Source: an optimization exercise on an open RTL-to-GDS flow (aim: a short achievable clock period and few clock cycles). Production flows keep margins and buffers that such runs may drop.
The RTL was checked by simulation tests, not by an equivalence proof against the original design.

==> run B <==
## micro
module micro
(
    input  logic        _iClk,
    input  logic        _iReset,
    input  logic [7:0]  _iInstMemData,
    output logic [7:0]  _oInstMemAddr,
    input  logic [7:0]  _iDataMemRData,
    output logic [7:0]  _oDataMemAddr,
    output logic [7:0]  _oDataMemWData,
    output logic        _oDataMemWrite
);
Settings: LEC_CHECK=0, CAP_MARGIN=20, CORE_MARGIN=2, CORE_UTILIZATION=40, SETUP_SLACK_MARGIN=2.4, SLEW_MARGIN=20, TNS_END_PERCENT=10; clock period 5.0 ns.
run.sh (not shown) runs the stock make flow with config.mk's settings and CLKGATE_MAP_FILE= SYNTH_SCRIPT=/design/flow/synth_recipe.tcl, a recipe that flattens the netlist after the stock synthesis.
==> run C: changes against run B <==
--- a/flow/design.v
+++ b/flow/design.v
@@ -66,14 +66,18 @@
     output logic [7:0]  _oDataMemAddr,
     output logic [7:0]  _oDataMemWData,
     output logic        _oDataMemWrite
 );
     localparam int CW = 8;
     logic [7:0]        romAddr;
     logic [7:0]        opTmp;
+    logic              f1V;
+    logic [6:0]        f1Idx;
+    logic [7:0]        f1Op;
+    logic [7:0]        f1Arg;
     logic              f2V;
     logic              f2Free;
     logic              f2Same;
     logic              f2Dem;
     logic [6:0]        f2Idx;
     logic [CW-1:0]     f2C;
     logic              f2Ju;
@@ -98,129 +102,110 @@
     logic [7:0] pcN;
     wire  [7:0] pcB = ~pcN;
     assign fC   = cCtl[pcB[6:1]*CW +: CW];
     assign fPn  = cPn[pc[6:1]*8 +: 8];
     assign fKa  = cKa[pcB[6:1]*8 +: 8];
     assign fPt  = cPt[pcB[6:1]];
     assign fHit = cValid[pc[6:1]] && (cTag[pc[6:1]] == pc[7]);
-    logic       fBad;
-    logic       badLast;
-    logic [7:0] pcPrev;
-    assign fBad = !fHit && (cValid[pc[6:1]] || pc[7]);
     logic              xRedirect;
     logic [6:0]        xIdx;
     logic [7:0]        xPn;
     logic [7:0]        xKa;
     logic              xPt;
     logic              uV;
     logic [6:0]        uIdx;
     logic [7:0]        uPn;
     logic [7:0]        uKa;
     logic              uPt;
     logic       missV;
     logic       f3V;
     logic [6:0] f3Idx;
-    logic       wantV;
-    logic [6:0] wantIdx;
     logic [7:0] missPc;
     logic       inFlight;
     assign inFlight = (romAddr[7:1] == missPc[7:1]) ||
+                      (f1V && (f1Idx == missPc[7:1])) ||
                       (f2V && (f2Idx == missPc[7:1])) ||
                       (f3V && (f3Idx == missPc[7:1]));
     always_ff @(posedge _iClk) begin
         logic ld, st, alu, ju, jc, imm, lg;
-        logic [7:0] op, arg, tgt, fall;
-        logic [6:0] idx;
-        op   = opTmp;
-        arg  = _iInstMemData;
-        idx  = romAddr[7:1];
+        logic [7:0] op, tgt, fall;
+        op   = f1Op;
         ld   = (op == 8'h00) || (op == 8'h02);
         st   = (op == 8'h01) || (op == 8'h03);
         alu  = ((op[7:6] == 2'b01) || (op[7:6] == 2'b10)) && (op[5:3] == 3'b000);
         ju   = (op == 8'hC0);
         jc   = (op[7:2] == 6'b110000) && (op[1:0] != 2'b00);
         imm  = (op[7:6] == 2'b00) ? op[1] : op[2];
         lg   = op[7];
-        fall = {idx, 1'b0} + 8'd2;
-        tgt  = fall + arg;
-        f2Idx   <= idx;
-        f2Free  <= !cValid[idx[5:0]];
-        f2Same  <= cValid[idx[5:0]] && (cTag[idx[5:0]] == idx[6]);
-        f2Dem   <= wantV && (idx == wantIdx);
+        fall = {f1Idx, 1'b0} + 8'd2;
+        tgt  = fall + f1Arg;
+        f2Idx   <= f1Idx;
+        f2Free  <= !cValid[f1Idx[5:0]];
+        f2Same  <= cValid[f1Idx[5:0]] && (cTag[f1Idx[5:0]] == f1Idx[6]);
+        f2Dem   <= (f1Idx == pc[7:1]);
         f2C     <= {op[1:0], lg, imm, jc, alu, st, ld};
         f2Ju    <= ju;
         f2Plain <= !ju && !jc;
-        f2Pt    <= arg[7];
-        f2Pn    <= (ju || (jc && arg[7])) ? tgt : fall;
-        f2Ka    <= !jc ? arg : (arg[7] ? fall : tgt);
+        f2Pt    <= f1Arg[7];
+        f2Pn    <= (ju || (jc && f1Arg[7])) ? tgt : fall;
+        f2Ka    <= !jc ? f1Arg : (f1Arg[7] ? fall : tgt);
     end
     always_ff @(posedge _iClk, posedge _iReset) begin
         if (_iReset) begin
             romAddr <= 8'd0;
             missV   <= 1'b0;
             f3V     <= 1'b0;
-            wantV   <= 1'b0;
+            f1V     <= 1'b0;
             f2V     <= 1'b0;
             cValid  <= '0;
         end
         else begin
-            missV <= !fHit && !xRedirect && !badLast;
-            if (!fHit && !xRedirect && !badLast)
-                wantV <= 1'b1;
-            else if (f2V && f2Dem)
-                wantV <= 1'b0;
+            missV <= !fHit && !xRedirect;
             f3V   <= f2V;
             if (missV && !inFlight)
                 romAddr <= missPc;
             else
                 romAddr <= romAddr + 8'd1;
-            f2V <= romAddr[0];
+            f1V <= romAddr[0];
+            f2V <= f1V;
             if (f2Wr)
                 cValid[f2Idx[5:0]] <= 1'b1;
         end
     end
     logic       f2Wr;
     logic [6:0] f2Prev;
     assign f2Wr   = f2V && !f2Same && (f2Free || f2Dem);
     assign f2Prev = f2Idx - 7'd1;
     always_ff @(posedge _iClk) begin
         missPc <= pc;
-        if (!fHit && !xRedirect && !badLast)
-            wantIdx <= pc[7:1];
         f3Idx  <= f2Idx;
         if (!romAddr[0])
             opTmp <= _iInstMemData;
+        if (romAddr[0]) begin
+            f1Idx <= romAddr[7:1];
+            f1Op  <= opTmp;
+            f1Arg <= _iInstMemData;
+        end
         for (int i = 0; i < NE; i++) begin
             if (f2Wr && f2Idx[5:0] == i) begin
                 cTag[i]          <= f2Idx[6];
                 cCtl[i*CW +: CW] <= f2C;
                 cPlain[i]        <= f2Plain;
+                cPn[i*8 +: 8]    <= f2Pn;
                 cKa[i*8 +: 8]    <= f2Ka;
                 cPt[i]           <= f2Pt;
             end
             else if (uV && uIdx[5:0] == i && cTag[i] == uIdx[6]) begin
+                cPn[i*8 +: 8]    <= uPn;
                 cKa[i*8 +: 8]    <= uKa;
                 cPt[i]           <= uPt;
             end
-        end
-    end
-    always_ff @(posedge _iClk, posedge _iReset) begin
-        if (_iReset) begin
-            for (int i = 0; i < NE; i++)
-                cPn[i*8 +: 8] <= 8'(2 * i);
-        end
-        else begin
-            for (int i = 0; i < NE; i++) begin
-                if (f2Wr && f2Idx[5:0] == i)
-                    cPn[i*8 +: 8] <= f2Pn;
-                else if (uV && uIdx[5:0] == i && cTag[i] == uIdx[6])
-                    cPn[i*8 +: 8] <= uPn;
-                else if (f2V && f2Ju && f2Prev[5:0] == i && cValid[i] &&
-                         cTag[i] == f2Prev[6] && cPlain[i])
-                    cPn[i*8 +: 8] <= f2Pn;
+            else if (f2V && f2Ju && f2Prev[5:0] == i && cValid[i] &&
+                     cTag[i] == f2Prev[6] && cPlain[i]) begin
+                cPn[i*8 +: 8]    <= f2Pn;
             end
         end
     end
     always_ff @(posedge _iClk, posedge _iReset) begin
         if (_iReset)
             uV <= 1'b0;
         else
@@ -270,28 +255,27 @@
             2'd2: xTaken = flagC;
             default: xTaken = flagN;
         endcase
         xRedirect = xV && xJc && (xTaken != xPt);
     end
     wire        fSt  = fC[1];
     wire        fImm = fC[4];
-    wire        fIssue = fHit && !xRedirect && !badLast;
+    wire        fIssue = fHit && !xRedirect;
     logic [7:0] pcNext;
     always_comb begin
         if (xRedirect)
             pcNext = xKa;
-        else if (badLast)
-            pcNext = pcPrev;
-        else
+        else if (fHit)
             pcNext = fPn;
+        else
+            pcNext = pc;
     end
     always_ff @(posedge _iClk, posedge _iReset) begin
         if (_iReset) begin
             pc             <= 8'd0;
-            badLast        <= 1'b0;
             xV             <= 1'b0;
             acc            <= 8'd0;
             flagC          <= 1'b0;
             flagZ          <= 1'b1;
             flagN          <= 1'b0;
             _oDataMemWrite <= 1'b0;
         end
@@ -299,21 +283,18 @@
             acc   <= accNext;
             flagC <= cNext;
             flagZ <= zNext;
             flagN <= nNext;
             xV <= fIssue;
             _oDataMemWrite <= fIssue && fSt;
             pc   <= pcNext;
-            badLast <= fBad && !xRedirect && !badLast;
         end
     end
-    always_ff @(posedge _iClk) begin
-        pcN    <= ~pcNext;
-        pcPrev <= pc;
-    end
+    always_ff @(posedge _iClk)
+        pcN <= ~pcNext;
     always_ff @(posedge _iClk) begin
         xC    <= fC;
         xPn   <= fPn;
         xKa   <= fKa;
         xPt   <= fPt;
         xIdx  <= pc[7:1];
         _oDataMemAddr  <= (fSt && fImm) ? accNext : fKa;
==> run E: changes against run B <==
--- a/flow/design.v
+++ b/flow/design.v
@@ -91,21 +91,29 @@
     logic [8*NE-1:0]   cKa;          
     logic [7:0]        pc;
     logic [CW-1:0]     fC;
     logic [7:0]        fPn;
     logic [7:0]        fKa;
     logic              fPt;
     logic              fHit;
-    logic [7:0] pcN;
-    wire  [7:0] pcB = ~pcN;
-    assign fC   = cCtl[pcB[6:1]*CW +: CW];
-    assign fPn  = cPn[pc[6:1]*8 +: 8];
-    assign fKa  = cKa[pcB[6:1]*8 +: 8];
-    assign fPt  = cPt[pcB[6:1]];
+    logic [7:0] pcA, pcB, pcD, pcN, pcN2, pcK, pcK2;
+    wire  [7:0] pcNt  = ~pcN;
+    wire  [7:0] pcN2t = ~pcN2;
+    wire  [7:0] pcKt  = ~pcK;
+    wire  [7:0] pcK2t = ~pcK2;
+    assign fPn[1:0] = cPn[pc[6:1]*8 +: 2];
+    assign fPn[3:2] = cPn[pcA[6:1]*8 + 2 +: 2];
+    assign fPn[5:4] = cPn[pcB[6:1]*8 + 4 +: 2];
+    assign fPn[7:6] = cPn[pcD[6:1]*8 + 6 +: 2];
     assign fHit = cValid[pc[6:1]] && (cTag[pc[6:1]] == pc[7]);
+    assign fC[3:0]  = cCtl[pcNt[6:1]*CW +: 4];
+    assign fC[7:4]  = cCtl[pcN2t[6:1]*CW + 4 +: 4];
+    assign fKa[3:0] = cKa[pcKt[6:1]*8 +: 4];
+    assign fKa[7:4] = cKa[pcK2t[6:1]*8 + 4 +: 4];
+    assign fPt  = cPt[pcKt[6:1]];
     logic       fBad;
     logic       badLast;
     logic [7:0] pcPrev;
     assign fBad = !fHit && (cValid[pc[6:1]] || pc[7]);
     logic              xRedirect;
     logic [6:0]        xIdx;
     logic [7:0]        xPn;
@@ -270,27 +278,36 @@
             2'd2: xTaken = flagC;
             default: xTaken = flagN;
         endcase
         xRedirect = xV && xJc && (xTaken != xPt);
     end
     wire        fSt  = fC[1];
     wire        fImm = fC[4];
+    logic [7:0] dAddr;
+    logic       xSI;         
+    assign _oDataMemAddr  = xSI ? acc : dAddr;
+    assign _oDataMemWData = xSI ? xKa : acc;
     wire        fIssue = fHit && !xRedirect && !badLast;
     logic [7:0] pcNext;
     always_comb begin
         if (xRedirect)
             pcNext = xKa;
         else if (badLast)
             pcNext = pcPrev;
         else
             pcNext = fPn;
     end
     always_ff @(posedge _iClk, posedge _iReset) begin
         if (_iReset) begin
             pc             <= 8'd0;
+            pcA            <= 8'd0;
+            pcB            <= 8'd0;
+            pcD            <= 8'd0;
+            pcK            <= 8'd0;
+            pcK2           <= 8'd0;
             badLast        <= 1'b0;
             xV             <= 1'b0;
             acc            <= 8'd0;
             flagC          <= 1'b0;
             flagZ          <= 1'b1;
             flagN          <= 1'b0;
             _oDataMemWrite <= 1'b0;
@@ -299,24 +316,31 @@
             acc   <= accNext;
             flagC <= cNext;
             flagZ <= zNext;
             flagN <= nNext;
             xV <= fIssue;
             _oDataMemWrite <= fIssue && fSt;
             pc   <= pcNext;
+            pcA  <= (xRedirect || badLast) ? (xRedirect ? xKa : pcPrev) : fPn;
+            pcB  <= badLast ? pcPrev : (xRedirect ? xKa : fPn);
+            pcD  <= ({8{xRedirect}} & xKa) | ({8{badLast}} & pcPrev) |
+                    ({8{!xRedirect && !badLast}} & fPn);
+            pcK  <= ~pcNext;
+            pcK2 <= ~((xRedirect || badLast) ? (xRedirect ? xKa : pcPrev) : fPn);
             badLast <= fBad && !xRedirect && !badLast;
         end
     end
     always_ff @(posedge _iClk) begin
         pcN    <= ~pcNext;
+        pcN2   <= ~(badLast ? pcPrev : (xRedirect ? xKa : fPn));
         pcPrev <= pc;
     end
     always_ff @(posedge _iClk) begin
         xC    <= fC;
         xPn   <= fPn;
         xKa   <= fKa;
         xPt   <= fPt;
         xIdx  <= pc[7:1];
-        _oDataMemAddr  <= (fSt && fImm) ? accNext : fKa;
-        _oDataMemWData <= (fSt && fImm) ? fKa : accNext;
+        dAddr <= fKa;
+        xSI   <= fSt && fImm;
     end
 endmodule
- SETUP_SLACK_MARGIN: 2.4 -> 2.6
- TNS_END_PERCENT: 10 -> 100
==> run X: changes against run B <==
--- a/flow/design.v
+++ b/flow/design.v
@@ -91,25 +91,27 @@
     logic [8*NE-1:0]   cKa;          
     logic [7:0]        pc;
     logic [CW-1:0]     fC;
     logic [7:0]        fPn;
     logic [7:0]        fKa;
     logic              fPt;
     logic              fHit;
-    logic [7:0] pcN;
-    wire  [7:0] pcB = ~pcN;
-    assign fC   = cCtl[pcB[6:1]*CW +: CW];
-    assign fPn  = cPn[pc[6:1]*8 +: 8];
-    assign fKa  = cKa[pcB[6:1]*8 +: 8];
-    assign fPt  = cPt[pcB[6:1]];
-    assign fHit = cValid[pc[6:1]] && (cTag[pc[6:1]] == pc[7]);
+    logic [7:0] pcA, pcN, pcK;
+    wire  [7:0] pcNt = ~pcN;
+    wire  [7:0] pcKt = ~pcK;
+    assign fPn[3:0] = cPn[pc[6:1]*8 +: 4];
+    assign fPn[7:4] = cPn[pcA[6:1]*8 + 4 +: 4];
+    assign fHit = cValid[pcA[6:1]] && (cTag[pcA[6:1]] == pcA[7]);
+    assign fC   = cCtl[pcNt[6:1]*CW +: CW];
+    assign fKa  = cKa[pcKt[6:1]*8 +: 8];
+    assign fPt  = cPt[pcKt[6:1]];
     logic       fBad;
     logic       badLast;
     logic [7:0] pcPrev;
-    assign fBad = !fHit && (cValid[pc[6:1]] || pc[7]);
+    assign fBad = !fHit && (cValid[pcA[6:1]] || pcA[7]);
     logic              xRedirect;
     logic [6:0]        xIdx;
     logic [7:0]        xPn;
     logic [7:0]        xKa;
     logic              xPt;
     logic              uV;
     logic [6:0]        uIdx;
@@ -283,14 +285,16 @@
             pcNext = pcPrev;
         else
             pcNext = fPn;
     end
     always_ff @(posedge _iClk, posedge _iReset) begin
         if (_iReset) begin
             pc             <= 8'd0;
+            pcA            <= 8'd0;
+            pcK            <= 8'd0;
             badLast        <= 1'b0;
             xV             <= 1'b0;
             acc            <= 8'd0;
             flagC          <= 1'b0;
             flagZ          <= 1'b1;
             flagN          <= 1'b0;
             _oDataMemWrite <= 1'b0;
@@ -299,14 +303,16 @@
             acc   <= accNext;
             flagC <= cNext;
             flagZ <= zNext;
             flagN <= nNext;
             xV <= fIssue;
             _oDataMemWrite <= fIssue && fSt;
             pc   <= pcNext;
+            pcA  <= (xRedirect || badLast) ? (xRedirect ? xKa : pcPrev) : fPn;
+            pcK  <= ~pcNext;
             badLast <= fBad && !xRedirect && !badLast;
         end
     end
     always_ff @(posedge _iClk) begin
         pcN    <= ~pcNext;
         pcPrev <= pc;
     end
==> flow_results.xml <==
<?xml version="1.0" encoding="UTF-8"?>
<metrics>
  <group name="layout">
    <metric name="drive_gt1_frac" unit="">0.5661</metric>
    <metric name="sequential_cell_area" unit="µm²">55770</metric>
    <metric name="area_fraction_of_clock_buffers_and_clock_inverters" unit="">0.05893</metric>
  </group>
  <group name="drt">
    <metric name="wirelength" unit="µm">350300</metric>
  </group>
  <group name="timing">
    <metric name="tightestPinTransition" unit="ps">1077</metric>
  </group>
  <group name="global_route">
    <metric name="grt_pass1_vias" unit="">63030</metric>
    <metric name="grt_start_max_net_pins" unit="">133</metric>
  </group>
  <group name="run_status">
    <metric name="status" unit="">no timing/DRC/antenna violations</metric>
  </group>
  <group name="critical_path">
    <metric name="timing.critical_path.arrival" unit="ps">3700</metric>
  </group>
</metrics>
The numbers above come from run E.

==> flow_results.xml <==
<?xml version="1.0" encoding="UTF-8"?>
<metrics>
  <group name="run_status">
    <metric name="status" unit="">no timing/DRC/antenna violations</metric>
  </group>
  <group name="layout">
    <metric name="area_fraction_of_clock_buffers_and_clock_inverters" unit="">0.06031</metric>
    <metric name="drive_gt1_frac" unit="">0.4353</metric>
  </group>
  <group name="clock_tree">
    <metric name="cts.sink_count" unit="">1979</metric>
  </group>
  <group name="timing">
    <metric name="tightestPinTransition" unit="ps">1116</metric>
  </group>
  <group name="global_route">
    <metric name="grt_start_max_net_pins" unit="">79</metric>
    <metric name="grt_pass1_vias" unit="">56000</metric>
  </group>
  <group name="drt">
    <metric name="wirelength" unit="µm">323100</metric>
  </group>
  <group name="worst_hold_path">
    <metric name="hold_end" unit="">uKa[2]</metric>
  </group>
</metrics>
The numbers above come from run C.

==> flow_results.xml <==
<?xml version="1.0" encoding="UTF-8"?>
<metrics>
  <group name="run_status">
    <metric name="status" unit="">no timing/DRC/antenna violations</metric>
  </group>
  <group name="critical_path">
    <metric name="timing.critical_path.arrival" unit="ps">4030</metric>
  </group>
  <group name="timing">
    <metric name="tightestPinTransition" unit="ps">1156</metric>
  </group>
  <group name="layout">
    <metric name="drive_gt1_frac" unit="">0.4809</metric>
    <metric name="sequential_cell_area" unit="µm²">55430</metric>
  </group>
  <group name="global_route">
    <metric name="grt_pass1_vias" unit="">61380</metric>
  </group>
  <group name="drt">
    <metric name="wirelength" unit="µm">336300</metric>
  </group>
  <group name="worst_hold_path">
    <metric name="hold_end" unit="">uKa[7]</metric>
  </group>
</metrics>
The numbers above come from run X.

==> flow_results.xml <==
<?xml version="1.0" encoding="UTF-8"?>
<metrics>
  <group name="layout">
    <metric name="sequential_cell_area" unit="µm²">55090</metric>
    <metric name="drive_gt1_frac" unit="">0.4175</metric>
  </group>
  <group name="run_status">
    <metric name="status" unit="">no timing/DRC/antenna violations</metric>
  </group>
  <group name="global_route">
    <metric name="grt_pass1_vias" unit="">62510</metric>
  </group>
  <group name="timing">
    <metric name="tightestPinTransition" unit="ps">1132</metric>
  </group>
</metrics>
The numbers above come from run B.

Testbench counts of run B, summed over its fixed seeds: cycles 24,178.
Testbench counts of run C, summed over its fixed seeds: cycles 24,402.
Testbench counts of run E, summed over its fixed seeds: cycles 24,178.
Testbench counts of run X, summed over its fixed seeds: cycles 24,178.

==> re-timing with driven ports <==
In the flow no input, the clock included, has a driving cell. The finished layouts below were timed again as built, in two steps. Step 1, drivers: a clkbuf_16 drives _iClk and a buf_2 each remaining input, both assumed. Step 2 also shifts input and output timing later by t, the mid clock arrival at the registers, as if the neighbouring blocks saw the same clock. Three values: ideal, step 1, step 2; two values: the first two.
run | t, ns | setup slack, ns | cell pins on the clock port's net
run B | 0.967 | 1.896 / 1.896 / 1.550 | 1
run C | 0.953 | 1.883 / 1.883 / 1.086 | 1
run E | 0.963 | 1.861 / 1.861 / 1.542 | 1
run X | 0.943 | 1.704 / 1.704 / 1.395 | 1
After both steps every run listed still meets setup and hold. The setup slack of run C, which loses most, moves by 0.000 ns with the drivers and by -0.797 ns with both steps.
